What follows belongs to an exercise in optimizing a design on an open flow for small area; a production flow would make more cautious choices. Where RTL was checked, it was by simulation tests only, not by an equivalence proof against the original. Function not checked in runs 1 and 2: the RTL went through the layout flow alone. Power figures rest on the tool's default switching activity, not on a simulated workload.

File: design/flow/config.mk
export PLATFORM = sky130hd
export DESIGN_NAME = ps2_top_level
export DESIGN_NICKNAME = ps2_top_level
export VERILOG_FILES = /design/flow/design.v
export SDC_FILE = /design/flow/constraint.sdc
export NUM_CORES = 4
export LEC_CHECK = 0
export CAP_MARGIN = 20
export CORE_MARGIN = 2
export CORE_UTILIZATION = 40
export CTS_BUF_LIST = sky130_fd_sc_hd__clkbuf_4
export CTS_CLUSTER_DIAMETER = 200
export CTS_CLUSTER_SIZE = 25
export SLEW_MARGIN = 20
File: design/flow/constraint.sdc
create_clock -name core_clock -period 20.0 [get_ports {clk}]
set_input_delay 4.0000 -clock core_clock [delete_from_list [all_inputs] [get_ports {clk}]]
set_output_delay 4.0000 -clock core_clock [all_outputs]
set_load 0.01 [all_outputs]
File: design/flow/design.v
module half_clock(
    input  logic oldclk,
    input  logic rst,
    output logic newclk,    
    output logic odd        
);
always_ff @(posedge oldclk) begin
    odd    <= ~rst & ~odd;
    newclk <= ~rst & odd;
end
endmodule
module XYCounter(
    input  logic clk,
    input  logic rst,
    input  logic en,
    input  logic odd,
    output logic vs, hs,
    output logic yinc,      
    output logic upd,
    output logic[9:0] x, y
);
wire xend = x[9] & x[8] & x[5];                   
wire yend = y[9] & y[3] & y[2] & y[0];            
assign yinc = en & xend;
wire clrx = rst | yinc;
wire clry = rst | (yinc & yend);
localparam logic[9:0] Y0 = 10'd22;
wire[10:0] cx, cy;
assign cx[0] = en;
assign cy[0] = yinc;
genvar i;
for (i = 0; i < 10; i++) begin : g
    assign cx[i+1] = cx[i] & x[i];
    assign cy[i+1] = cy[i] & y[i];
    always_ff @(posedge clk) begin
        x[i] <= ~clrx & (x[i] ^ cx[i]);
        y[i] <= rst ? Y0[i] : ~clry & (y[i] ^ cy[i]);
    end
end
wire x01 = ~(x[9] | x[8] | x[7] | x[6] | x[5] | x[4] | x[3] | x[2] | x[1]);    
wire nz  = x[3] | x[2] | x[1] | x[0];
wire hsl = x[9] & ~x[8] & x[7] & (x[6] | x[5] | (x[4] & nz)) & ~(x[6] & x[5] & x[4] & nz);
wire y51x = y[9] & ~y[3] & ~y[2];
wire vsl = (x01 & ~x[0]) ? y51x & (y[1] ^ y[0]) : y51x & ~y[1];
assign hs  = ~hsl;
assign vs  = ~vsl;
assign upd = odd & x01 & x[0] & y51x & y[1] & ~y[0];
endmodule
module ps2(
    input  logic sysclk, rst,
    input  logic clk, data,
    output logic L, R, U, D      
);
logic[1:0] lo;
always_ff @(posedge sysclk) begin
    lo[1] <= ~(rst | clk) & (lo[1] | lo[0]);
    lo[0] <= ~(rst | clk) & (lo[1] | ~lo[0]);
end
wire fall = lo[1] & ~lo[0];
logic[3:0] count;        
logic par;
logic fo;
wire c0  = ~(count[3] | count[2] | count[1] | count[0]);
wire c10 = count[3] & count[1];
wire c9  = count[3] & count[0];
wire clrc = rst | (fall & c10);
wire[4:0] cc;
assign cc[0] = fall;
genvar i;
for (i = 0; i < 4; i++) begin : g
    assign cc[i+1] = cc[i] & count[i];
    always_ff @(posedge sysclk) count[i] <= ~clrc & (count[i] ^ cc[i]);
end
always_ff @(posedge sysclk)
    if (fall) par <= ~c0 & (par ^ data);
logic[2:0] s;
logic e;             
logic[2:0] alt;      
always_comb
    case (count[2:0])
        3'd1: begin e = 1'b1;                        alt = 3'b110; end
        3'd2: begin e = 1'b0;                        alt = s[0] ? 3'b101 : 3'b000; end
        3'd3: begin e = s[1];                        alt = ~s[0] ? 3'b100 : 3'b000; end
        3'd4: begin e = s[1] | s[0];                 alt = (~s[1] & s[0]) ? 3'b001 : 3'b000; end
        3'd5: begin e = s[2];                        alt = 3'b000; end
        3'd6: begin e = s[2] ? ~(s[1] | s[0]) : s[0]; alt = 3'b000; end
        default: begin e = s[2] & ~s[1] & ~s[0];     alt = 3'b000; end    
    endcase
always_ff @(posedge sysclk)
    if (fall & ~c9 & ~c10) s <= c0 ? 3'b111 : (data == e) ? s : alt;
wire isU = s == 3'b111, isD = s == 3'b101, isL = s == 3'b110, isF = s == 3'b100;
wire isR = ~s[2] & s[0];
wire act = fall & c10 & par;
always_ff @(posedge sysclk)
    if (rst | act) begin
        U  <= ~rst & (U ? ~(fo & isU) : (~D & ~fo & isU));
        D  <= ~rst & (D ? ~(fo & isD) : (~U & ~fo & isD));
        L  <= ~rst & (L ? ~(fo & isL) : (~R & ~fo & isL));
        R  <= ~rst & (R ? ~(fo & isR) : (~L & ~fo & isR));
        fo <= ~rst & isF;
    end
endmodule
module box_controller(
    input  logic clk,
    input  logic rst,
    input  logic odd,
    input  logic yinc,
    input  logic upd,
    input  logic L, R, U, D,
    output logic[9:0] u, v,
    output logic[1:0] col      
);
wire bx0   = u[9] & u[7] & u[6];                                         
wire bx1   = u[9] & u[7] & u[5] & u[4] & u[3] & u[2] & u[1] & u[0];      
wire ulo   = ~u[9] & ~u[8] & ~u[7] & ~u[4] & ~u[2] & ~u[1];
wire bx600 = ulo & ~u[0];                                                
wire bx599 = ulo & u[0];                                                 
wire vhi   = v[8] & v[7] & v[6] & v[5] & v[3];
wire by0   = vhi & v[2];                                                 
wire by1   = vhi & v[1] & v[0];                                          
wire vlo   = ~v[9] & ~v[8] & ~v[7] & ~v[6] & ~v[3] & ~v[1];
wire by440 = vlo & ~v[0];                                                
wire by439 = vlo & v[0];                                                 
wire mvl = L & ~bx0, mvr = R & ~bx600;
wire mvu = U & ~by0, mvd = D & ~by440;
wire rot = upd & ((L & bx1) | (R & bx599) | (U & by1) | (D & by439));
wire uwrap = u[9] & u[8] & u[5];             
wire vwrap = v[9] & v[3] & v[2] & v[1];      
localparam logic[9:0] U0 = 10'd403, V0 = 10'd307;
wire ua0 = odd & ~(upd & (mvl | mvr));
wire ua1 = upd & mvl;
wire va0 = yinc | (upd & ~(mvu | mvd));
wire va1 = upd & mvu;
wire clru = odd & uwrap;
wire clrv = yinc & vwrap;
wire[10:0] cu, cv;
assign cu[0] = ua0;
assign cv[0] = va0;
assign cu[1] = (u[0] & ua0) | ua1;
assign cv[1] = (v[0] & va0) | va1;
genvar i;
for (i = 0; i < 10; i++) begin : g
    if (i > 0) begin : c
        assign cu[i+1] = cu[i] & u[i];
        assign cv[i+1] = cv[i] & v[i];
    end
    always_ff @(posedge clk) begin
        u[i] <= rst ? U0[i] : ~clru & (u[i] ^ cu[i]);
        v[i] <= rst ? V0[i] : ~clrv & (v[i] ^ cv[i]);
    end
end
always_ff @(posedge clk)
    if (rst | rot) col <= {~rst & col[0], ~rst & ~col[1] & ~col[0]};
endmodule
module Drawer(
    input  logic clk,
    input  logic rst,
    input  logic en,
    input  logic[9:0] u, v,
    input  logic[1:0] col,
    output logic[3:0] r, g, b
);
wire inx = u[9] & u[7] & u[6] & (~u[5] | (~u[4] & (~u[3] | ~(u[2] | u[1] | u[0]))));
wire iny = ~(v[9] | v[8] | v[7] | v[6]) & (~v[5] | (~v[4] & (~v[3] | ~(v[2] | v[1] | v[0]))));
logic on;
always_ff @(posedge clk)
    if (rst | en) on <= ~rst & inx & iny;
assign r = {4{on & ~col[1] & ~col[0]}};
assign g = {4{on & col[1]}};
assign b = {4{on & col[0]}};
endmodule
module ps2_top_level(
    input logic clk, rst, psClk, data,
    output logic vs, hs,
    output logic[3:0] r, g, b
);
logic en, odd, yinc, upd;
logic[9:0] x, y, u, v;
logic L, R, U, D;
logic[1:0] col;
half_clock hc (.oldclk(clk), .rst(rst), .newclk(en), .odd(odd));
XYCounter c (.clk(clk), .rst(rst), .en(en), .odd(odd), .vs(vs), .hs(hs),
             .yinc(yinc), .upd(upd), .x(x), .y(y));
ps2 P (.sysclk(clk), .rst(rst), .clk(psClk), .data(data),
       .L(L), .R(R), .U(U), .D(D));
box_controller box (.clk(clk), .rst(rst), .odd(odd), .yinc(yinc), .upd(upd),
                    .L(L), .R(R), .U(U), .D(D), .u(u), .v(v), .col(col));
Drawer d (.clk(clk), .rst(rst), .en(en), .u(u), .v(v), .col(col),
          .r(r), .g(g), .b(b));
endmodule
File: design/flow/flow/run.sh
#!/bin/bash
# Layout flow: the standard flow (standard.sh), with two changes:
#  - synthesis maps the logic with an area-oriented ABC script and lets ABC
#    map the adders too (no separate half-adder mapping); the registers are
#    the standard synthesis's, as dfflibmap makes them before ABC runs;
#  - the port buffers are sky130_fd_sc_hd__buf_1.
# Each step's full output goes to a log file in the work folder.
set -euo pipefail
W=$PWD
cp -r "$FLOW_HOME/scripts" "$W/scripts_area"
printf '&get -n\n&st\n&dch -f\n&nf -a\n&put\ntopo\n' > "$W/scripts_area/abc_speed.script"
bash standard.sh SCRIPTS_DIR="$W/scripts_area" ADDER_MAP_FILE= synth > "$W/flow_synth.log" 2>&1
bash standard.sh BUFFER_PORTS_ARGS="-buffer_cell sky130_fd_sc_hd__buf_1" CTS_ARGS="-sink_clustering_enable -repair_clock_nets -buf_list sky130_fd_sc_hd__clkbuf_8 -sink_clustering_size 30 -sink_clustering_max_diameter 500 -dont_use_dummy_load" finish > "$W/flow_layout.log" 2>&1
File: design/flow/standard.sh
#!/bin/bash
# synth_recipe.tcl (not shown) runs the flow's synth.tcl, then flattens the netlist and writes it again
# the make line also repeats each setting of config.mk as NAME=value (left out here)
make -C /OpenROAD-flow-scripts/flow DESIGN_CONFIG=/design/flow/config.mk WORK_HOME=/design/flow/orfs CLKGATE_MAP_FILE= SYNTH_SCRIPT=/design/flow/synth_recipe.tcl "${@:-finish}"
==> flow_metrics.py, run 1 <==
metrics = {
    "run_status": {
        "status": "complete, no violations",
    },
    "worst_setup_path": {
        "critPathLaunchType": "flop",
        "cp.arrival_ps": 2540,
        "reg2reg_from": "c.x[8]",
        "rr_worst_depth": 8,
        "critPathMaxFanout": 6,
        "endpoint_kind": "output port",
        "worstReg2RegEnd": "box.v[9]",
        "path_class": "flop to output port",
        "crit_required_ps": 16000,
        "r2r_slack_ps": 16480,
    },
    "logic_synthesis": {
        "yosysWarnings": 5,
        "ys_types": 43,
        "synth_edf_count": 12,
        "synthTopCellsByCount": "48 x dfxtp_1, 35 x nor2_1, 26 x nor3_1",
        "synth_ff_type": "dfxtp_1",
        "synth_top_cell_by_area": "dfxtp_1",
        "syn_nets": 313,
        "syn_inst": 309,
        "ys_ff_latch": 60,
        "synth.top_cell.area_share": 0.348,
        "yosysMostFrequentCell": "dfxtp_1",
        "syn_area_per_cell_um2": 8.95,
        "yosysSeqAreaShare": 0.478,
        "synth.area.top_cells": "dfxtp_1 35%, edfxtp_1 13%, nor2_1 4.8%",
        "synthArstFlopShare": 0,
        "synth_area_mm2": 0.00277,
    },
    "power": {
        "clock_power_share": 0.359,
        "net-switching-power_uw": 48.9,
        "comb_power_share": 0.049,
        "p_seq_frac": 0.592,
        "switching_share": 0.223,
        "finalPower_uw": 219,
        "ir_worst_vdd_mv": 0.0282,
        "leakage_nw": 0.997,
        "power.density_mw_per_mm2": 73.5,
        "p_int_uw": 171,
    },
    "sta": {
        "fin_crit_ps": 6540,
        "hold_violations": 0,
        "grt_setup_unrepaired": "no",
        "max_freq_mhz": 153,
        "min_period_over_period": 0.327,
        "skew_ps": 19.1,
        "slew_viol_final": 0,
        "final.setup.tns_ps": 0,
        "max_slew.worst_pin.slew_ps": 873,
        "setup_viol": 0,
        "relSlewSlack": 0.413,
    },
    "grt": {
        "antenna_found_initial": 0,
        "grt_pass1_vias": 2088,
        "grt_max_degree": 22,
        "gr-usage-all-layers": 0.160,
        "grt-ovfl-total": 0,
        "grt_pass1_wl_um": 9580,
    },
    "clock_tree": {
        "clock-sinks": 60,
        "holdBufCountCts": 0,
        "path_clk_slew_ps": 60,
        "clockBufferDepth": 2,
        "cts_tree": "built",
        "postCtsSetupBuffers": 0,
        "worstSkewPairLatency_ps": 330,
        "root_buffer": "clkbuf_8",
        "cts_buffers": 9,
        "post_cts_resized": 0,
        "cts_max_level": 3,
    },
    "layout": {
        "ff_latch_area_mm2": 0.00132,
        "fin_nets": 332,
        "diodes": 0,
        "drive_gt1_frac": 0.0276,
        "area_growth_pct": 7.96,
        "final_cell_area_mm2": 0.00299,
        "multi_input_area_mm2": 0.00134,
        "fillers": 685,
        "layoutNonFillerInstCount": 406,
    },
    "drt": {
        "drt-total-wl_um": 5260,
        "post_drt_wl_per_cell_um": 13.0,
        "drc": 0,
        "vias_per_cell": 5.56,
        "drtPass1Iterations": 4,
        "final_antenna_net_count": 0,
        "vias": 2256,
        "drtIter0Drc": 109,
    },
    "placement": {
        "dpl.cell_count": 397,
        "placed_cell_area_mm2": 0.00286,
        "gp_congestion": 0.776,
        "place_hpwl_um": 3740,
        "port-buffer-count": 17,
    },
    "job": {
        "drv_cap": 0,
    },
    "min_path": {
        "holdPathStages": 1,
        "hold_end": "hc.odd",
        "hp-class": "flop to flop",
        "hold_start": "hc.odd",
    },
    "floorplanning": {
        "initial_utilization": 0.409,
        "die_h_um": 87.1,
        "io_pins": 18,
        "die_area_mm2": 0.00759,
        "fp.coreArea_mm2": 0.00676,
        "num_rows": 30,
        "die_w_um": 87.1,
    },
}
per-stage QoR:
stage,setup slack (ps),util,hold slack (ps)
final,13460,0.442,434
after global routing,13210,0.442,477
after global placement,13760,0.424,412
after floorplan,14230,-,402
after detailed placement,13700,0.424,424
after CTS,13370,0.442,438
worst max-delay path by stage:
stage / startpoint / slack, ps / depth (start not counted) / endpoint
global placement: rst / 13760 / 4 / P.D
global route: c.x[8] / 13210 / 6 / vs
floorplan: c.x[8] / 14230 / 5 / vs
detailed placement: rst / 13700 / 4 / P.D
CTS: c.x[8] / 13370 / 6 / vs
finish: c.x[8] / 13460 / 6 / vs
cell usage in the layout (no fill, tap or decap), types with 2 or more instances in the layout:
| cell | instances |
|---|---|
| o21a_1 | 2 |
| o221a_1 | 2 |
| a31oi_1 | 5 |
| clkbuf_8 | 9 |
| buf_1 | 17 |
| nand4_1 | 6 |
| dfxtp_1 | 48 |
| and3_1 | 6 |
| nand2_1 | 20 |
| o21ai_0 | 19 |
| nor2_1 | 35 |
| and2_0 | 8 |
| or2_0 | 2 |
| xor2_1 | 4 |
| o311ai_0 | 2 |
| a21oi_1 | 23 |
| nor3_1 | 26 |
| edfxtp_1 | 12 |
| nand3_1 | 10 |
| clkinv_1 | 11 |
| nor4_1 | 2 |
| nor3b_1 | 4 |
| nand2b_1 | 2 |
| nor2b_1 | 2 |
| and4_1 | 6 |
| o31ai_1 | 8 |
| or4_1 | 3 |
| xnor2_1 | 14 |
| a31o_1 | 3 |
logic make-up (layout without fill, tap and decap cells):
group,Yosys count,after routing,share of synthesized area
compound gates,75,75,0.173
xor+xnor,18,18,0.0570
buf+inv,20,37,0.0394
flops,60,60,0.478
simple gates,136,136,0.252
power groups by stage:
stage               clock network [mW]  logic (mW)  registers, mW
floorplan                            0     0.00886          0.132
global placement                     0      0.0107          0.132
detailed placement                   0      0.0109          0.133
CTS                             0.0825      0.0110          0.130
global route                    0.0873      0.0127          0.131
finish                          0.0787      0.0108          0.130
registers in the layout, summed over array words and instances (netlist names), 2 cells and up:
name,flops
box.u,10
box.v,10
c.x,10
c.y,10
P.count,4
P.s,3
P.lo,2
box.col,2
layout make-up:
cell class              count  area share
multi-input cells         229       0.447
well taps                  80      0.0335
inverters                  11      0.0138
clock buffers               9      0.0415
flip-flops and latches     60       0.443
repair buffers             17      0.0214
worst max-delay path, stage by stage (launching register included):
cell and delay (ps):
dfxtp_1 360, or4_1 520, nor4_1 680, nor3b_1 310, xnor2_1 140, nand2_1 60
buf_1 130
metal layers:
layer  vias up  global-route usage  share of wire
met1      1048               0.212           0.51
li1       1171                   -              -
met5         -                   0              0
met2        26               0.242           0.44
met3        11              0.0398          0.029
met4         0              0.0797          0.021
==> run 2, diff against run 1 <==
--- a/design/flow/design.v
+++ b/design/flow/design.v
@@ -19,2 +19,3 @@
     output logic upd,
+    output logic vstall,    
     output logic[9:0] x, y
@@ -46,2 +47,3 @@
 assign vs  = ~vsl;
+assign vstall = ~(y[9] | y[8] | y[7] | y[6] | y[5] | y[4]);
 assign upd = odd & x01 & x[0] & y51x & y[1] & ~y[0];
@@ -108,4 +110,6 @@
     input  logic upd,
+    input  logic vstall,
     input  logic L, R, U, D,
-    output logic[9:0] u, v,
+    output logic[9:0] u,
+    output logic[8:0] v,
     output logic[1:0] col      
@@ -120,3 +124,3 @@
 wire by1   = vhi & v[1] & v[0];                                          
-wire vlo   = ~v[9] & ~v[8] & ~v[7] & ~v[6] & ~v[3] & ~v[1];
+wire vlo   = ~v[8] & ~v[7] & ~v[6] & ~v[3] & ~v[1];
 wire by440 = vlo & ~v[0];                                                
@@ -127,15 +131,12 @@
 wire uwrap = u[9] & u[8] & u[5];             
-wire vwrap = v[9] & v[3] & v[2] & v[1];      
-localparam logic[9:0] U0 = 10'd403, V0 = 10'd307;
+localparam logic[9:0] U0 = 10'd403;
+localparam logic[8:0] V0 = 9'd292;
 wire ua0 = odd & ~(upd & (mvl | mvr));
 wire ua1 = upd & mvl;
-wire va0 = yinc | (upd & ~(mvu | mvd));
-wire va1 = upd & mvu;
+wire va0 = (yinc & ~vstall) | (upd & (mvu | mvd));
+wire va1 = upd & ~mvd;
 wire clru = odd & uwrap;
-wire clrv = yinc & vwrap;
-wire[10:0] cu, cv;
+wire[10:0] cu;
 assign cu[0] = ua0;
-assign cv[0] = va0;
 assign cu[1] = (u[0] & ua0) | ua1;
-assign cv[1] = (v[0] & va0) | va1;
 genvar i;
@@ -144,8 +145,16 @@
         assign cu[i+1] = cu[i] & u[i];
+    end
+    always_ff @(posedge clk)
+        u[i] <= rst ? U0[i] : ~clru & (u[i] ^ cu[i]);
+end
+wire[9:0] cv;
+assign cv[0] = va0;
+assign cv[1] = v[0] & va0;
+assign cv[2] = (v[1] & (cv[1] | va1)) | (cv[1] & va1);
+for (i = 0; i < 9; i++) begin : gv
+    if (i > 1) begin : c
         assign cv[i+1] = cv[i] & v[i];
     end
-    always_ff @(posedge clk) begin
-        u[i] <= rst ? U0[i] : ~clru & (u[i] ^ cu[i]);
-        v[i] <= rst ? V0[i] : ~clrv & (v[i] ^ cv[i]);
-    end
+    always_ff @(posedge clk)
+        v[i] <= rst ? V0[i] : v[i] ^ cv[i] ^ (i == 1 ? va1 : 1'b0);
 end
@@ -158,3 +167,4 @@
     input  logic en,
-    input  logic[9:0] u, v,
+    input  logic[9:0] u,
+    input  logic[8:0] v,
     input  logic[1:0] col,
@@ -163,3 +173,3 @@
 wire inx = u[9] & u[7] & u[6] & (~u[5] | (~u[4] & (~u[3] | ~(u[2] | u[1] | u[0]))));
-wire iny = ~(v[9] | v[8] | v[7] | v[6]) & (~v[5] | (~v[4] & (~v[3] | ~(v[2] | v[1] | v[0]))));
+wire iny = ~(v[8] | v[7] | v[6]) & (~v[5] | (~v[4] & (~v[3] | ~(v[2] | v[1] | v[0]))));
 logic on;
@@ -176,4 +186,5 @@
 );
-logic en, odd, yinc, upd;
-logic[9:0] x, y, u, v;
+logic en, odd, yinc, upd, vstall;
+logic[9:0] x, y, u;
+logic[8:0] v;
 logic L, R, U, D;
@@ -182,6 +193,6 @@
 XYCounter c (.clk(clk), .rst(rst), .en(en), .odd(odd), .vs(vs), .hs(hs),
-             .yinc(yinc), .upd(upd), .x(x), .y(y));
+             .yinc(yinc), .upd(upd), .vstall(vstall), .x(x), .y(y));
 ps2 P (.sysclk(clk), .rst(rst), .clk(psClk), .data(data),
        .L(L), .R(R), .U(U), .D(D));
-box_controller box (.clk(clk), .rst(rst), .odd(odd), .yinc(yinc), .upd(upd),
+box_controller box (.clk(clk), .rst(rst), .odd(odd), .yinc(yinc), .upd(upd), .vstall(vstall),
                     .L(L), .R(R), .U(U), .D(D), .u(u), .v(v), .col(col));
==> design/flow/flow/run.sh (replaced) <==
#!/bin/bash
# Layout flow: the standard flow (standard.sh), with these changes:
#  - synthesis maps the logic with area-oriented ABC scripts and lets ABC
#    map the adders too (no separate half-adder mapping).  A few ABC scripts
#    are tried and the one giving the smallest cell area is used.  The
#    registers are the standard synthesis's: dfflibmap makes them before ABC
#    runs, and ABC only maps the logic between them;
#  - the port buffers are sky130_fd_sc_hd__buf_1;
#  - clock tree synthesis uses clkbuf_4 and no dummy loads.
# Each step's full output goes to a log file in the work folder.
set -euo pipefail
W=$PWD
declare -A ABC
ABC[a]='&get -n\n&st\n&dch -f\n&nf -a\n&put\ntopo\n'
ABC[b]='&get -n\n&st\n&dch -f\n&nf -a -F 20 -A 20\n&put\ntopo\n'
ABC[c]='strash\ndc2\ndch -f\namap -m\ntopo\n'
ABC[d]='&get -n\n&st\n&dch\n&nf -a\n&put\ntopo\n'
best=""
best_area=""
for k in a b c d; do
  T="$W/try_$k"
  mkdir -p "$T"
  cp -r "$FLOW_HOME/scripts" "$T/scripts"
  printf "${ABC[$k]}" > "$T/scripts/abc_speed.script"
  if bash standard.sh WORK_HOME="$T/orfs" SCRIPTS_DIR="$T/scripts" ADDER_MAP_FILE= synth > "$W/flow_synth_try_$k.log" 2>&1; then
    a=$(awk '/Chip area for module/ {print $NF; exit}' "$T"/orfs/reports/*/ps2_top_level/base/synth_stat.txt)
    echo "ABC script $k: area $a" >> "$W/flow_choice.log"
    if [[ -n "$a" ]] && { [[ -z "$best_area" ]] || awk -v x="$a" -v y="$best_area" 'BEGIN{exit !(x < y)}'; }; then
      best=$k; best_area=$a
    fi
  fi
done
echo "chosen: $best ($best_area)" >> "$W/flow_choice.log"
bash standard.sh SCRIPTS_DIR="$W/try_$best/scripts" ADDER_MAP_FILE= synth > "$W/flow_synth.log" 2>&1
rm -rf "$W"/try_*/orfs
bash standard.sh BUFFER_PORTS_ARGS="-buffer_cell sky130_fd_sc_hd__buf_1" \
  CTS_ARGS="-sink_clustering_enable -repair_clock_nets -buf_list sky130_fd_sc_hd__clkbuf_4 -sink_clustering_size 25 -sink_clustering_max_diameter 200 -dont_use_dummy_load" \
  finish > "$W/flow_layout.log" 2>&1
==> flow_metrics.py, run 2 <==
metrics = {
    "run_status": {
        "status": "complete, no violations",
    },
    "clock_tree": {
        "post_cts_resized": 0,
        "clockBufferDepth": 2,
        "path_clk_slew_ps": 90,
        "root_buffer": "clkbuf_4",
        "postCtsSetupBuffers": 0,
        "cts_buffers": 9,
        "cts_max_level": 3,
        "worstSkewPairLatency_ps": 400,
        "clock-sinks": 59,
        "holdBufCountCts": 0,
        "cts_tree": "built",
    },
    "layout": {
        "final_cell_mix": "47 x dfxtp_1, 33 x nor2_1, 24 x nor3_1, 23 x nand2_1, 22 x a21oi_1",
        "fin_nets": 331,
        "diodes": 0,
        "final_cell_area_mm2": 0.00289,
        "top_regs": "box.u (10), c.x (10), c.y (10)",
        "ff_latch_area_mm2": 0.00130,
        "drive_gt1_frac": 0.0308,
        "multi_input_area_mm2": 0.00131,
        "fillers": 687,
        "area_growth_pct": 6.30,
        "final_common_cell": "dfxtp_1",
    },
    "drt": {
        "vias": 2224,
        "vias_per_cell": 5.49,
        "final_antenna_net_count": 0,
        "drc": 0,
        "drt-total-wl_um": 5220,
        "drtIter0Drc": 87,
        "post_drt_wl_per_cell_um": 12.9,
        "drtPass1Iterations": 4,
    },
    "logic_synthesis": {
        "synthMuxAreaShare": 0,
        "synth.area.top_cells": "dfxtp_1 35%, edfxtp_1 13%, xnor2_1 4.8%",
        "yosysMostFrequentCell": "dfxtp_1",
        "synth_compound_area_frac": 0.156,
        "yosysSeqAreaShare": 0.478,
        "synth_ff_type": "dfxtp_1",
        "synth_top_family_by_area": "simple AND/OR/NAND/NOR gates",
        "synthArstFlopShare": 0,
        "synth_xor_area_frac": 0.0579,
        "synth_edf_count": 12,
        "ys_types": 41,
        "syn_inst": 307,
        "synthSimpleGateAreaFrac": 0.263,
        "synthTopCellsByCount": "47 x dfxtp_1, 33 x nor2_1, 24 x nor3_1",
        "syn_area_per_cell_um2": 8.87,
        "synth_area_mm2": 0.00272,
        "syn_nets": 311,
        "synth.top_cell.area_share": 0.346,
        "ys_ff_latch": 59,
        "yosysWarnings": 5,
        "synth_top_cell_by_area": "dfxtp_1",
        "synth-adder-area-share": 0.00368,
    },
    "job": {
        "drv_cap": 0,
    },
    "grt": {
        "grt-ovfl-total": 0,
        "grt_max_degree": 21,
        "grt_pass1_vias": 2070,
        "antenna_found_initial": 0,
        "grt_pass1_wl_um": 9220,
        "gr-usage-all-layers": 0.156,
    },
    "placement": {
        "gp_congestion": 0.789,
        "placed_cell_area_mm2": 0.00283,
        "place_hpwl_um": 3650,
        "port-buffer-count": 17,
    },
    "power": {
        "p_seq_frac": 0.655,
        "power.density_mw_per_mm2": 67.7,
        "net-switching-power_uw": 46.0,
        "comb_power_share": 0.057,
        "p_int_uw": 150,
        "switching_share": 0.235,
        "ir_worst_vdd_mv": 0.0362,
        "leakage_nw": 0.991,
        "clock_power_share": 0.287,
    },
    "worst_setup_path": {
        "rr_worst_depth": 8,
        "worstReg2RegEnd": "box.v[8]",
        "crit_required_ps": 16000,
        "reg2reg_from": "box.v[6]",
        "cp.arrival_ps": 2020,
        "path_class": "flop to output port",
        "endpoint_kind": "output port",
        "critPathLaunchType": "flop",
        "r2r_slack_ps": 17290,
        "critPathMaxFanout": 5,
    },
    "sta": {
        "final.setup.tns_ps": 0,
        "relSlewSlack": 0.624,
        "grt_setup_unrepaired": "no",
        "skew_ps": 28.5,
        "max_slew.worst_pin.slew_ps": 560,
        "holdWs_ps": 467,
        "min_period_over_period": 0.301,
        "max_freq_mhz": 166,
        "hold_violations": 0,
        "fin_crit_ps": 6020,
        "setup_viol": 0,
        "slew_viol_final": 0,
    },
    "min_path": {
        "hold_start": "P.lo[1]",
        "hold_end": "P.lo[0]",
        "hp-class": "flop to flop",
        "holdPathStages": 2,
    },
    "floorplanning": {
        "initial_utilization": 0.407,
        "num_rows": 30,
        "die_w_um": 86.5,
        "die_h_um": 86.5,
        "fp.coreArea_mm2": 0.00668,
        "die_area_mm2": 0.00748,
        "io_pins": 18,
    },
}
==> run 2: cell types whose count changed after synthesis, moves of 3 or more <==
cell / previous run / this run
a211oi_1: 1 / 4
and3_1: 6 / 13
and4_1: 6 / 3
nand2_1: 20 / 23
nor3b_1: 4 / 1
o31ai_1: 8 / 3
==> run 2: per-layer routing <==
| metal | track usage | wire length, um | vias to the layer above |
|---|---|---|---|
| met1 | 0.200 | 2600 | 1010 |
| met4 | 0.0852 | 117 | 0 |
| met3 | 0.0429 | 209 | 12 |
| met5 | 0 | 0 | - |
| met2 | 0.237 | 2290 | 41 |
| li1 | - | - | 1161 |
==> run 2: cell type report <==
| cell class | instances | area share |
|---|---|---|
| Multi-Input combinational cell | 227 | 0.452 |
| Sequential cell | 59 | 0.450 |
| Tap cell | 80 | 0.0346 |
| Clock buffer | 9 | 0.0233 |
| Timing Repair Buffer | 18 | 0.0246 |
| Inverter | 12 | 0.0156 |
==> run 2: worst max-delay path by stage <==
| stage | from | to | slack (ps) | cells after the start |
|---|---|---|---|---|
| floorplan | c.x[8] | vs | 14600 | 4 |
| global placement | rst | P.R | 14300 | 5 |
| detailed placement | rst | P.R | 14220 | 5 |
| CTS | c.x[8] | vs | 13940 | 6 |
| global route | c.x[8] | vs | 13810 | 6 |
| finish | c.x[8] | vs | 13980 | 6 |
==> run 2: critical path: stages, from the launching register on <==
cell	delay (ps)
dfxtp_1	340
nor4_1	340
nand3_1	220
or3_1	360
a21oi_1	140
o21ai_0	80
buf_1	140
==> run 2: kinds of logic (layout without fill, tap and decap cells) <==
group | count (synthesis) | in the layout
compound gates | 68 | 68
xor+xnor | 18 | 18
fa+ha+maj | 1 | 1
buf+inv | 21 | 39
flops | 59 | 59
simple gates | 140 | 140
==> run 2: through the flow <==
stage          power, mW  setup WS (ps)  cells  utilization
3_5_place_dp       0.142          14220    396        0.423
6_report           0.196          13980    405        0.433
2_1_floorplan      0.139          14600    307            -
3_3_place_gp       0.142          14300    396        0.423
5_1_grt            0.207          13810    405        0.433
4_1_cts            0.200          13940    405        0.433
==> run 2: power groups by stage <==
stage / Clock [mW] / Combinational (mW) / Sequential, mW
2_1_floorplan: 0 / 0.00906 / 0.130
3_3_place_gp: 0 / 0.0111 / 0.131
3_5_place_dp: 0 / 0.0113 / 0.131
4_1_cts: 0.0599 / 0.0113 / 0.128
5_1_grt: 0.0648 / 0.0130 / 0.129
6_report: 0.0563 / 0.0112 / 0.128
==> run 3, diff against run 2 <==
--- a/design/flow/design.v
+++ b/design/flow/design.v
@@ -57,6 +57,7 @@
 always_ff @(posedge sysclk) begin
-    lo[1] <= ~(rst | clk) & (lo[1] | lo[0]);
-    lo[0] <= ~(rst | clk) & (lo[1] | ~lo[0]);
-end
-wire fall = lo[1] & ~lo[0];
+    lo[1] <= ~rst & ((~lo[1] & lo[0]) | (~clk & (lo[1] | lo[0])));
+    lo[0] <= ~rst & ~clk & (lo[1] | ~lo[0]);
+end
+wire first = ~lo[1] & ~lo[0] & ~clk;
+wire fall  = lo[1] & ~lo[0];
 logic[3:0] count;        
@@ -65,7 +66,8 @@
 wire c0  = ~(count[3] | count[2] | count[1] | count[0]);
-wire c10 = count[3] & count[1];
-wire c9  = count[3] & count[0];
-wire clrc = rst | (fall & c10);
+wire c9  = count[3] & ~count[1] & count[0];
+wire c10 = count[3] & count[1] & ~count[0];
+wire c11 = count[3] & count[1] & count[0];
+wire clrc = rst | (fall & c11);
 wire[4:0] cc;
-assign cc[0] = fall;
+assign cc[0] = first;
 genvar i;
@@ -76,3 +78,3 @@
 always_ff @(posedge sysclk)
-    if (fall) par <= ~c0 & (par ^ data);
+    if (first & ~c10) par <= ~c0 & (par ^ data);
 logic[2:0] s;
@@ -84,3 +86,3 @@
         3'd2: begin e = 1'b0;                        alt = s[0] ? 3'b101 : 3'b000; end
-        3'd3: begin e = s[1];                        alt = ~s[0] ? 3'b100 : 3'b000; end
+        3'd3: begin e = s[1];                        alt = (s[1] & ~s[0]) ? 3'b100 : 3'b000; end
         3'd4: begin e = s[1] | s[0];                 alt = (~s[1] & s[0]) ? 3'b001 : 3'b000; end
@@ -91,6 +93,6 @@
 always_ff @(posedge sysclk)
-    if (fall & ~c9 & ~c10) s <= c0 ? 3'b111 : (data == e) ? s : alt;
+    if (first & ~c9 & ~c10) s <= c0 ? 3'b111 : (data == e) ? s : alt;
 wire isU = s == 3'b111, isD = s == 3'b101, isL = s == 3'b110, isF = s == 3'b100;
 wire isR = ~s[2] & s[0];
-wire act = fall & c10 & par;
+wire act = fall & c11 & par;
 always_ff @(posedge sysclk)
==> flow_metrics.py, run 3 <==
metrics = {
    "run_status": {
        "status": "complete, no violations",
    },
    "placement": {
        "place_hpwl_um": 3810,
        "gp_congestion": 0.791,
        "port-buffer-count": 17,
    },
    "clock_tree": {
        "cts_tree": "built",
        "post_cts_resized": 0,
        "postCtsSetupBuffers": 0,
        "cts_max_level": 3,
        "clock-sinks": 59,
        "cts_buffers": 9,
        "root_buffer": "clkbuf_4",
        "path_clk_slew_ps": 100,
        "holdBufCountCts": 0,
        "worstSkewPairLatency_ps": 390,
        "clockBufferDepth": 2,
    },
    "grt": {
        "grt_pass1_vias": 2042,
        "grt-ovfl-total": 0,
        "antenna_found_initial": 0,
        "gr-usage-all-layers": 0.150,
        "grt_pass1_wl_um": 8840,
        "grt_max_degree": 23,
    },
    "logic_synthesis": {
        "synth_edf_count": 12,
        "synth-adder-area-share": 0,
        "synth.area.top_cells": "dfxtp_1 35%, edfxtp_1 13%, nor2_1 8.1%",
        "synth_top_cell_by_area": "dfxtp_1",
        "yosysWarnings": 5,
        "synth_compound_area_frac": 0.184,
        "syn_inst": 334,
        "synthSimpleGateAreaFrac": 0.251,
        "yosysMostFrequentCell": "nor2_1",
        "yosysSeqAreaShare": 0.478,
        "synthMuxAreaShare": 0,
        "synth_xor_area_frac": 0,
        "synth_ff_type": "dfxtp_1",
        "synth.top_cell.area_share": 0.346,
        "synth_area_mm2": 0.00272,
        "syn_area_per_cell_um2": 8.15,
        "ys_types": 37,
        "synth_top_family_by_area": "simple AND/OR/NAND/NOR gates",
        "ys_ff_latch": 59,
        "synthArstFlopShare": 0,
        "syn_nets": 338,
        "synthTopCellsByCount": "59 x nor2_1, 47 x dfxtp_1, 45 x clkinv_1",
    },
    "floorplanning": {
        "die_w_um": 86.5,
        "fp.coreArea_mm2": 0.00668,
        "die_h_um": 86.5,
        "num_rows": 30,
        "io_pins": 18,
        "initial_utilization": 0.407,
        "die_area_mm2": 0.00748,
    },
    "worst_setup_path": {
        "path_class": "flop to output port",
        "reg2reg_from": "c.x[3]",
        "rr_worst_depth": 19,
        "critPathMaxFanout": 2,
        "worstReg2RegEnd": "box.u[8]",
        "r2r_slack_ps": 16560,
        "cp.arrival_ps": 1800,
        "critPathLaunchType": "flop",
        "endpoint_kind": "output port",
        "crit_required_ps": 16000,
    },
    "layout": {
        "final_common_cell": "nor2_1",
        "final_cell_mix": "59 x nor2_1, 47 x dfxtp_1, 45 x clkinv_1, 34 x nand2_1, 18 x nor3_1",
        "diodes": 0,
        "area_growth_pct": 6.30,
        "fin_nets": 358,
        "drive_gt1_frac": 0.0284,
        "ff_latch_area_mm2": 0.00130,
        "fillers": 688,
        "multi_input_area_mm2": 0.00118,
        "top_regs": "box.u (10), c.x (10), c.y (10)",
    },
    "min_path": {
        "holdPathStages": 2,
        "hold_start": "c.x[1]",
        "hold_end": "c.x[1]",
        "hp-class": "flop to flop",
    },
    "sta": {
        "skew_ps": 31.4,
        "hold_violations": 0,
        "max_slew.worst_pin.slew_ps": 755,
        "relSlewSlack": 0.490,
        "min_period_over_period": 0.290,
        "grt_setup_unrepaired": "no",
        "holdWs_ps": 470,
        "max_freq_mhz": 172,
        "fin_crit_ps": 5800,
        "setup_viol": 0,
        "final.setup.tns_ps": 0,
        "slew_viol_final": 0,
    },
    "drt": {
        "drc": 0,
        "final_antenna_net_count": 0,
        "vias": 2276,
        "post_drt_wl_per_cell_um": 12.1,
        "vias_per_cell": 5.27,
        "drt-total-wl_um": 5230,
        "drtIter0Drc": 68,
        "drtPass1Iterations": 6,
    },
    "power": {
        "power.density_mw_per_mm2": 69.9,
        "ir_worst_vdd_mv": 0.0376,
        "leakage_nw": 0.952,
    },
    "job": {
        "drv_cap": 0,
    },
}
## run 3: changes by cell type in the layout (fill, tap and decap cells not counted), moves of 4 or more
cell	change
nand2_1	+11
clkinv_1	+33
o211ai_1	+5
a211oi_1	+13
a21oi_1	-14
nor2_1	+26
o2111a_1	+4
and3_1	-9
xnor2_1	-15
nor3_1	-6
o21ai_0	-5
## run 3: worst max-delay path: stages (launching register included)
cell and delay (ps):
dfxtp_1 320, or3_1 400, nor2_1 120, nand3_1 120, nor2_1 130, a21oi_1 80, o21ai_0 70, buf_1 170
## run 3: area by class of cell
class	count	share of cell area
clock buffers	9	0.0234
repair buffers	18	0.0247
flip-flops and latches	59	0.450
multi-input cells	221	0.409
well taps	80	0.0346
inverters	45	0.0584
## run 3: where the power goes
group / total, mW / internal (mW) / switching [mW]
logic: 0.0155 / 0.00541 / 0.0101
clock network: 0.0575 / 0.0209 / 0.0366
registers: 0.129 / 0.126 / 0.00374
total: 0.202 / 0.152 / 0.0504
## run 3: how the worst max path moves through the flow
stage | start | end | cells past startpoint
6_report | c.x[3] | vs | 7
5_1_grt | c.x[3] | hs | 6
4_1_cts | c.x[3] | vs | 7
3_5_place_dp | rst | P.L | 5
3_3_place_gp | rst | P.fo | 5
2_1_floorplan | c.x[3] | hs | 5
## run 3: per-stage QoR
stage | setup WS [ps] | total power [mW] | cells | util | cell area, um2
floorplan | 14800 | 0.143 | 334 | - | 2720
global placement | 14060 | 0.147 | 423 | 0.423 | 2830
detailed placement | 14050 | 0.148 | 423 | 0.423 | 2830
CTS | 14160 | 0.205 | 432 | 0.433 | 2890
global route | 14060 | 0.212 | 432 | 0.433 | 2890
finish | 14200 | 0.202 | 432 | 0.433 | 2890
## run 3: routing by layer
metal	wire length (um)	track usage	vias to the layer above	share of wire
met3	200	0.0543	7	0.038
li1	-	-	1216	-
met1	2590	0.188	1008	0.49
met5	0	0	-	0
met4	61	0.0469	0	0.012
met2	2380	0.241	45	0.46
## run 3: logic make-up after synthesis
kind of cell / Yosys count
compound gates: 70
buf+inv: 54
flops: 59
simple gates: 151
==> run 4, diff against run 3 <==
--- a/design/flow/design.v
+++ b/design/flow/design.v
@@ -178,3 +178,3 @@
 always_ff @(posedge clk)
-    if (rst | en) on <= ~rst & inx & iny;
+    on <= ~rst & inx & iny;
 assign r = {4{on & ~col[1] & ~col[0]}};
==> flow_metrics.py, run 4 <==
metrics = {
    "logic_synthesis": {
        "synth.top_cell.area_share": 0.353,
        "synthArstFlopShare": 0,
        "synth_ff_type": "dfxtp_1",
        "ys_types": 34,
        "syn_area_per_cell_um2": 8.00,
        "yosysMostFrequentCell": "nor2_1",
        "yosysSeqAreaShare": 0.474,
        "ys_ff_latch": 59,
        "synth_top_cell_by_area": "dfxtp_1",
        "synth.area.top_cells": "dfxtp_1 35%, edfxtp_1 12%, nor2_1 8.7%",
        "syn_nets": 344,
        "yosysWarnings": 5,
        "synthTopCellsByCount": "63 x nor2_1, 50 x clkinv_1, 48 x dfxtp_1",
        "syn_inst": 340,
        "synth_area_mm2": 0.00272,
        "synth_edf_count": 11,
    },
    "grt": {
        "gr-usage-all-layers": 0.160,
        "grt_max_degree": 24,
        "antenna_found_initial": 0,
        "grt_pass1_vias": 2091,
        "grt-ovfl-total": 0,
        "grt_pass1_wl_um": 9270,
    },
    "drt": {
        "drtPass1Iterations": 4,
        "drtIter0Drc": 99,
        "post_drt_wl_per_cell_um": 12.1,
        "vias": 2311,
        "final_antenna_net_count": 0,
        "vias_per_cell": 5.29,
        "drc": 0,
        "drt-total-wl_um": 5280,
    },
    "run_status": {
        "status": "complete, no violations",
    },
    "worst_setup_path": {
        "critPathMaxFanout": 23,
        "path_class": "input pin to flop",
        "endpoint_kind": "flop",
        "crit_required_ps": 20280,
        "critPathLaunchType": "input pin",
        "cp.arrival_ps": 6360,
    },
    "power": {
        "leakage_nw": 0.942,
        "power.density_mw_per_mm2": 69.6,
        "finalPower_uw": 201,
        "ir_worst_vdd_mv": 0.0251,
    },
    "layout": {
        "fin_util": 0.432,
        "final_common_cell": "nor2_1",
        "diodes": 0,
        "fin_nets": 363,
        "area_growth_pct": 6.02,
        "final_cell_mix": "63 x nor2_1, 50 x clkinv_1, 48 x dfxtp_1, 37 x nand2_1, 21 x a211oi_1",
        "drive_gt1_frac": 0.0252,
        "layoutNonFillerInstCount": 437,
        "top_regs": "box.u (10), c.x (10), c.y (10)",
    },
    "floorplanning": {
        "fp.coreArea_mm2": 0.00668,
        "die_h_um": 86.5,
        "initial_utilization": 0.407,
        "die_area_mm2": 0.00748,
        "die_w_um": 86.5,
        "num_rows": 30,
        "io_pins": 18,
    },
    "sta": {
        "final.setup.tns_ps": 0,
        "setup_viol": 0,
        "slew_viol_final": 0,
        "fin_crit_ps": 6080,
        "skew_ps": 21.7,
        "max_slew.worst_pin.slew_ps": 783,
        "hold_violations": 0,
        "max_freq_mhz": 164,
        "relSlewSlack": 0.478,
        "grt_setup_unrepaired": "no",
        "min_period_over_period": 0.304,
        "fin_ws_ps": 13920,
    },
    "clock_tree": {
        "cts_buffers": 9,
        "root_buffer": "clkbuf_4",
        "clock-sinks": 59,
        "worstSkewPairLatency_ps": 400,
        "holdBufCountCts": 0,
        "clockBufferDepth": 2,
        "post_cts_resized": 0,
        "cts_max_level": 3,
        "path_clk_slew_ps": 80,
        "postCtsSetupBuffers": 0,
        "cts_tree": "built",
    },
    "placement": {
        "pre_cts_ws_ps": 13410,
        "gp_congestion": 0.847,
        "dpl.cell_count": 428,
        "port-buffer-count": 17,
        "place_hpwl_um": 3900,
    },
    "min_path": {
        "hp-class": "flop to flop",
    },
    "job": {
        "drv_cap": 0,
    },
}
[run 4: cell count changes after synthesis, moves of 2 or more]
cell and change:
clkinv_1 +5, nand3_1 +2, nor2_1 +4, a211oi_1 +4, nand2_1 +3, nor4_1 +3, nor3_1 -5, a21oi_1 +2
and2_0 -2, nand4_1 -5, and3_1 -2
[run 4: routing by layer]
metal / vias up / global-route usage / share of wire
met3: 10 / 0.0571 / 0.039
met1: 1033 / 0.207 / 0.50
met5: - / 0 / 0
li1: 1232 / - / -
met4: 0 / 0.0639 / 0.017
met2: 36 / 0.244 / 0.44
[run 4: worst paths after layout]
path | start | cells past startpoint | slack [ps] | end
min | hc.odd | 1 | 450 | hc.odd
min reg2reg | hc.odd | 1 | 450 | hc.odd
max | rst | 6 | 13920 | c.y[4]
max reg2reg | hc.odd | 15 | 16780 | box.u[8]
[run 4: area by class of cell]
cell class	instances	area, um2
Clock buffer	9	67.6
Inverter	50	188
Multi-Input combinational cell	222	1170
Timing Repair Buffer	17	63.8
Fill cell	710	3800
Tap cell	80	100
Sequential cell	59	1290
[run 4: report_power, final]
group          total, mW  switching, mW  leakage, nW  internal, mW
logic             0.0143        0.00938        0.405       0.00490
clock network     0.0579         0.0371       0.0414        0.0208
registers          0.129        0.00348        0.496         0.125
total              0.201         0.0500        0.942         0.151
[run 4: cells by family (layout without fill, tap and decap cells)]
logic type             count (synthesis)  after routing  synth area share
and+or+nand+nor                      149            149             0.240
DFF                                   59             59             0.474
AOI/OAI and AO/OA                     73             73             0.191
buffers and inverters                 59             76            0.0938
[run 4: worst max-delay path, cell delays in order]
cell,delay (ps)
buf_1,570
clkinv_1,810
o21ai_0,550
clkinv_1,220
o211ai_1,140
nand2_1,60
[run 4: through the flow]
| step | hold WS, ps | area [um2] |
|---|---|---|
| 2_1_floorplan | 402 | 2720 |
| 6_report | 450 | 2890 |
| 3_3_place_gp | 420 | 2820 |
| 3_5_place_dp | 433 | 2820 |
| 5_1_grt | 472 | 2890 |
| 4_1_cts | 453 | 2890 |
==> run 5, diff against run 4 <==
--- a/design/flow/flow/run.sh
+++ b/design/flow/flow/run.sh
@@ -17,5 +17,6 @@
 ABC[d]='&get -n\n&st\n&dch\n&nf -a\n&put\ntopo\n'
+ABC[e]='&get -n\n&st\n&dch -f\n&nf -a -F 20 -A 20\n&put\nstrash\ndch -f\namap -m\ntopo\n'
 best=""
 best_area=""
-for k in a b c d; do
+for k in a b c d e; do
   T="$W/try_$k"
==> flow_metrics.py, run 5 <==
metrics = {
    "run_status": {
        "status": "complete, no violations",
    },
    "layout": {
        "fin_nets": 362,
        "fin_util": 0.445,
        "ff_latch_area_mm2": 0.00129,
        "final_common_cell": "nor2_1",
        "top_regs": "box.u (10), c.x (10), c.y (10)",
        "area_growth_pct": 6.23,
        "drive_gt1_frac": 0.0281,
        "multi_input_area_mm2": 0.00116,
        "fillers": 638,
        "final_cell_mix": "64 x nor2_1, 48 x dfxtp_1, 45 x clkinv_1, 35 x nand2_1, 25 x o21ai_0",
        "diodes": 0,
    },
    "logic_synthesis": {
        "yosysMostFrequentCell": "nor2_1",
        "synthArstFlopShare": 0,
        "synth_ff_type": "dfxtp_1",
        "ys_ff_latch": 59,
        "yosysWarnings": 5,
        "synth_area_mm2": 0.00269,
        "syn_area_per_cell_um2": 7.96,
        "synth.top_cell.area_share": 0.357,
        "synth.area.top_cells": "dfxtp_1 36%, edfxtp_1 12%, nor2_1 8.9%",
        "synth_edf_count": 11,
        "ys_types": 34,
        "yosysSeqAreaShare": 0.480,
        "syn_inst": 338,
        "synthTopCellsByCount": "64 x nor2_1, 48 x dfxtp_1, 45 x clkinv_1",
        "syn_nets": 342,
        "synth_top_cell_by_area": "dfxtp_1",
    },
    "worst_setup_path": {
        "cp_slowest_cell": "or3_1",
        "critPathMaxFanout": 2,
        "path_buf_inv": 1,
        "cp.arrival_ps": 1990,
        "worstPathCellList": "or3_1 > nand4b_1 > nor3_1 > nor2_1 > a211o_1 > buf_1",
        "r2r_slack_ps": 16900,
        "path_class": "flop to output port",
        "critPathLaunchType": "flop",
        "crit_required_ps": 16000,
        "cp_slowest_stage_delay_ps": 380,
        "endpoint_kind": "output port",
        "cp_top_family": "simple AND/OR/NAND/NOR gates",
    },
    "clock_tree": {
        "holdBufCountCts": 0,
        "clock-sinks": 59,
        "clockBufferDepth": 2,
        "worstSkewPairLatency_ps": 400,
        "postCtsSetupBuffers": 0,
        "cts_buffers": 9,
        "cts_tree": "built",
        "cts_max_level": 3,
        "path_clk_slew_ps": 100,
        "root_buffer": "clkbuf_4",
        "post_cts_resized": 0,
    },
    "placement": {
        "port-buffer-count": 17,
        "place_hpwl_um": 3820,
        "gp_congestion": 0.791,
    },
    "sta": {
        "skew_ps": 27.8,
        "max_freq_mhz": 167,
        "hold_violations": 0,
        "grt_setup_unrepaired": "no",
        "min_period_over_period": 0.299,
        "setup_viol": 0,
        "fin_crit_ps": 5990,
        "final.setup.tns_ps": 0,
        "slew_viol_final": 0,
        "relSlewSlack": 0.493,
        "max_slew.worst_pin.slew_ps": 751,
    },
    "drt": {
        "drtIter0Drc": 68,
        "drtPass1Iterations": 4,
        "drc": 0,
        "final_antenna_net_count": 0,
        "post_drt_wl_per_cell_um": 11.9,
        "vias_per_cell": 5.32,
        "drt-total-wl_um": 5150,
        "vias": 2304,
    },
    "power": {
        "leakage_nw": 0.939,
        "power.density_mw_per_mm2": 70.4,
        "ir_worst_vdd_mv": 0.0474,
    },
    "min_path": {
        "hp-class": "flop to flop",
    },
    "job": {
        "drv_cap": 0,
    },
    "grt": {
        "grt_max_degree": 22,
        "grt_pass1_vias": 1998,
        "grt_pass1_wl_um": 8910,
        "gr-usage-all-layers": 0.153,
        "antenna_found_initial": 0,
        "grt-ovfl-total": 0,
    },
    "floorplanning": {
        "die_area_mm2": 0.00740,
        "die_w_um": 86.0,
        "initial_utilization": 0.419,
        "num_rows": 29,
        "io_pins": 18,
        "fp.coreArea_mm2": 0.00642,
        "die_h_um": 86.0,
    },
}
## run 5: kinds of logic after synthesis
kind of cell | share of synthesized area
buffers and inverters | 0.0879
and+or+nand+nor | 0.243
DFF | 0.480
AOI/OAI and AO/OA | 0.190
## run 5: per-layer routing
layer | wire length, um | GRT usage | up-vias
met5 | 0 | 0 | -
met4 | 60 | 0.0491 | 0
met3 | 243 | 0.0587 | 6
met2 | 2220 | 0.239 | 38
met1 | 2630 | 0.196 | 1024
li1 | - | - | 1236
## run 5: final cells by class
type                       instances  area share
sequential                        59       0.452
multi-input combinational        225       0.407
inverter                          45      0.0591
tap                               77      0.0337
timing repair buffer              18      0.0249
clock buffer                       9      0.0236
## run 5: power by group
part	internal, mW	switching, mW	leakage (nW)
Sequential	0.125	0.00363	0.496
Clock	0.0209	0.0361	0.0414
Combinational	0.00531	0.00989	0.402
Total	0.152	0.0496	0.939
## run 5: per-stage QoR
| step | cells | hold WS [ps] | worst slack (ps) | power, mW | area [um2] |
|---|---|---|---|---|---|
| finish | 433 | 435 | 14010 | 0.201 | 2860 |
| global route | 433 | 482 | 13770 | 0.212 | 2860 |
| CTS | 433 | 441 | 13970 | 0.204 | 2860 |
| detailed placement | 424 | 425 | 14180 | 0.147 | 2790 |
| global placement | 424 | 412 | 14200 | 0.147 | 2790 |
| floorplan | 338 | 398 | 14630 | 0.142 | 2690 |
## run 5: path summary, 6_finish.rpt
kind,from,to,depth (start not counted)
setup reg to reg,c.x[3],box.u[8],11
hold reg to reg,hc.odd,hc.odd,1
setup / recovery,c.x[3],vs,6
hold / removal,hc.odd,hc.odd,1
==> run 6, diff against run 5 <==
--- a/design/flow/design.v
+++ b/design/flow/design.v
@@ -178,3 +178,3 @@
 always_ff @(posedge clk)
-    on <= ~rst & inx & iny;
+    if (rst | en) on <= ~rst & inx & iny;
 assign r = {4{on & ~col[1] & ~col[0]}};
==> design/flow/run.sh (new file) <==
#!/bin/bash
# synth_recipe.tcl (not shown) runs the flow's synth.tcl, then flattens the netlist and writes it again
# the make line also repeats each setting of config.mk as NAME=value (left out here)
make -C /OpenROAD-flow-scripts/flow DESIGN_CONFIG=/design/flow/config.mk WORK_HOME=/design/flow/orfs CLKGATE_MAP_FILE= SYNTH_SCRIPT=/design/flow/synth_recipe.tcl finish
removed: design/flow/flow/run.sh
removed: design/flow/standard.sh
==> flow_metrics.py, run 6 <==
metrics = {
    "drt": {
        "drtIter0Drc": 96,
        "drc": 0,
        "vias_per_cell": 4.98,
        "drt-total-wl_um": 5110,
        "final_antenna_net_count": 0,
        "drtPass1Iterations": 4,
        "post_drt_wl_per_cell_um": 12.5,
        "vias": 2031,
    },
    "clock_tree": {
        "worstSkewPairLatency_ps": 400,
        "clockBufferDepth": 2,
        "cts_tree": "built",
        "clock-sinks": 59,
        "holdBufCountCts": 0,
        "root_buffer": "clkbuf_4",
        "postCtsSetupBuffers": 0,
        "cts_max_level": 3,
        "path_clk_slew_ps": 90,
        "post_cts_resized": 0,
        "cts_buffers": 9,
    },
    "grt": {
        "grt_pass1_vias": 1963,
        "grt_max_degree": 39,
        "grtUsageMet3": 0.0352,
        "grt.busiest_layer": "met2",
        "grt_pass1_wl_um": 9140,
        "antenna_found_initial": 0,
        "met2_usage": 0.211,
        "gr-usage-all-layers": 0.140,
        "gr-usage-met1": 0.184,
        "grt-ovfl-total": 0,
    },
    "layout": {
        "final_cell_mix": "47 x dfxtp_1, 37 x ha_1, 26 x and2_1, 18 x nand2_1",
        "final_cell_area_mm2": 0.00330,
        "drive_gt1_frac": 0.0744,
        "area_growth_pct": 10.8,
        "diodes": 0,
        "final_common_cell": "dfxtp_1",
        "top_regs": "box.u (10), c.x (10), c.y (10)",
        "layoutNonFillerInstCount": 408,
        "fin_util": 0.457,
        "fin_nets": 346,
    },
    "logic_synthesis": {
        "synth_ff_type": "dfxtp_1",
        "synth_compound_area_frac": 0.114,
        "synth.top_cell.area_share": 0.316,
        "synth_edf_count": 12,
        "synthSimpleGateAreaFrac": 0.217,
        "synth_area_mm2": 0.00298,
        "synthTopCellsByCount": "47 x dfxtp_1, 37 x ha_1, 26 x and2_1",
        "synth_xor_area_frac": 0.0206,
        "ys_types": 53,
        "syn_inst": 293,
        "synth.area.top_cells": "dfxtp_1 32%, ha_1 16%, edfxtp_1 12%",
        "yosysMostFrequentCell": "dfxtp_1",
        "synth_top_cell_by_area": "dfxtp_1",
        "synthArstFlopShare": 0,
        "yosysWarnings": 5,
        "yosysSeqAreaShare": 0.437,
        "synthMuxAreaShare": 0,
        "ys_ff_latch": 59,
        "synth-adder-area-share": 0.162,
        "synth_top_family_by_area": "simple AND/OR/NAND/NOR gates",
        "syn_nets": 335,
        "syn_area_per_cell_um2": 10.2,
    },
    "sta": {
        "fin_crit_ps": 6140,
        "setup_viol": 0,
        "relSlewSlack": 0.709,
        "final.setup.tns_ps": 0,
        "min_period_over_period": 0.307,
        "grt_setup_unrepaired": "no",
        "max_slew.worst_pin.slew_ps": 437,
        "fin_ws_ps": 13860,
        "holdWs_ps": 497,
        "hold_violations": 0,
        "slew_viol_final": 0,
        "max_freq_mhz": 163,
        "skew_ps": 18.4,
    },
    "placement": {
        "dpl.cell_count": 392,
        "placed_cell_area_mm2": 0.00316,
        "port-buffer-count": 17,
        "gp_congestion": 0.756,
        "pre_cts_ws_ps": 14280,
        "place_hpwl_um": 3650,
    },
    "floorplanning": {
        "initial_utilization": 0.412,
        "fp.coreArea_mm2": 0.00721,
        "die_w_um": 90.2,
        "die_area_mm2": 0.00814,
        "num_rows": 31,
        "io_pins": 18,
        "die_h_um": 90.2,
    },
    "worst_setup_path": {
        "worstPathCellList": "o41ai_1 > nor2_1 > a2111o_1 > clkdlybuf4s50_1",
        "cp.arrival_ps": 2140,
        "crit_required_ps": 16000,
        "path_class": "flop to output port",
        "cp_top_family": "compound AO/OA/AOI/OAI gates",
        "endpoint_kind": "output port",
        "critPathMaxFanout": 5,
        "path_buf_inv": 1,
        "cp_slowest_cell": "clkdlybuf4s50_1",
        "critPathLaunchType": "flop",
        "cp_slowest_stage_delay_ps": 480,
    },
    "power": {
        "finalPower_uw": 232,
        "ir_worst_vdd_mv": 0.0306,
        "power.density_mw_per_mm2": 70.3,
        "p_seq_frac": 0.564,
        "leakage_nw": 1.40,
        "net-switching-power_uw": 55.5,
        "p_int_uw": 176,
        "clock_power_share": 0.360,
        "comb_power_share": 0.076,
        "switching_share": 0.240,
    },
    "run_status": {
        "status": "complete, no violations",
    },
    "job": {
        "drv_cap": 0,
    },
    "min_path": {
        "hp-class": "flop to flop",
    },
}
-- run 6: cell count changes in the layout (fill, tap and decap cells not counted), moves of 16 or more --
cell	change
clkdlybuf4s50_1	+17
nor2_1	-47
nand2_1	-17
a211oi_1	-16
and2_1	+26
o21ai_0	-20
buf_1	-17
clkinv_1	-43
ha_1	+37
-- run 6: final timing paths --
check	from	cells after the start	slack [ps]	endpoint
worst min-delay path	P.lo[1]	1	500	P.lo[1]
worst min register to register	P.lo[1]	1	500	P.lo[1]
worst max-delay path	c.x[0]	4	13860	hs
worst max register to register	c.y[9]	15	16320	box.u[9]
-- run 6: routing by layer --
layer / up-vias / wire length [um]
met5: - / 0
met3: 10 / 175
met2: 35 / 2190
met1: 922 / 2640
met4: 0 / 110
li1: 1064 / -
-- run 6: cell type report --
type / instances / area [um2]
Clock buffer: 12 / 90.1
Clock inverter: 4 / 42.5
Fill cell: 735 / 3920
Inverter: 9 / 33.8
Multi-Input combinational cell: 207 / 1530
Sequential cell: 59 / 1300
Tap cell: 99 / 124
Timing Repair Buffer: 18 / 178
-- run 6: cells by family (layout without fill, tap and decap cells) --
kind of cell / Yosys count / count (layout)
AOI/OAI and AO/OA: 47 / 47
xor gates and xnor gates: 7 / 7
DFF: 59 / 59
adders and majority gates: 38 / 38
buffers and inverters: 27 / 43
and+or+nand+nor: 115 / 115
-- run 6: power groups by stage --
stage | Sequential [mW] | Combinational (mW) | Clock, mW
finish | 0.131 | 0.0176 | 0.0833
detailed placement | 0.133 | 0.0177 | 0
CTS | 0.131 | 0.0178 | 0.0864
global route | 0.132 | 0.0204 | 0.0919
floorplan | 0.131 | 0.0157 | 0
global placement | 0.133 | 0.0175 | 0
-- run 6: worst reg2reg max path, delay by kind of cell (launching register included) --
family | cells | cell delay, ps
flip-flops | 1 | 400
AND/OR/NAND/NOR | 3 | 930
AO/OA/AOI/OAI | 2 | 330
adder cells (fa/ha/maj) | 9 | 1790
XOR/XNOR | 1 | 130

-- separate check: timing with driven ports --
How much do the figures lean on ideal ports? The routed layouts below were timed once more, with nothing changed but the port constraints. Step 1 (the two cells are an assumption about what drives the block):
set clk [get_ports {clk}]
set_driving_cell -lib_cell sky130_fd_sc_hd__clkbuf_16 $clk
set_driving_cell -lib_cell sky130_fd_sc_hd__buf_2 [delete_from_list [all_inputs] $clk]
Step 2 moves the port delays by t, midway between the first and last clock arrival at a register: inputs arrive t later, outputs are due t later. That takes back most of the time a late clock gives input paths. Slacks: no drivers / after step 1 / after step 2; pairs: no drivers / after step 1.
| run | t (ns) | setup slack, ns | latest minus earliest clock arrival (ns) |
|---|---|---|---|
| run 1 | 0.351 | 13.458 / 13.430 / 13.764 | 0.019 / 0.019 |
| run 2 | 0.410 | 13.979 / 13.953 / 14.228 | 0.029 / 0.029 |
| run 3 | 0.405 | 14.198 / 14.173 / 14.043 | 0.031 / 0.032 |
| run 4 | 0.419 | 13.915 / 13.915 / 13.496 | 0.022 / 0.022 |
| run 5 | 0.409 | 14.010 / 13.983 / 14.217 | 0.028 / 0.027 |
| run 6 | 0.421 | 13.864 / 13.836 / 14.257 | 0.019 / 0.019 |
After both steps every run listed still meets setup and hold. The setup slack of run 4, which loses most, moves by 0.000 ns with the drivers and by -0.419 ns with both steps.
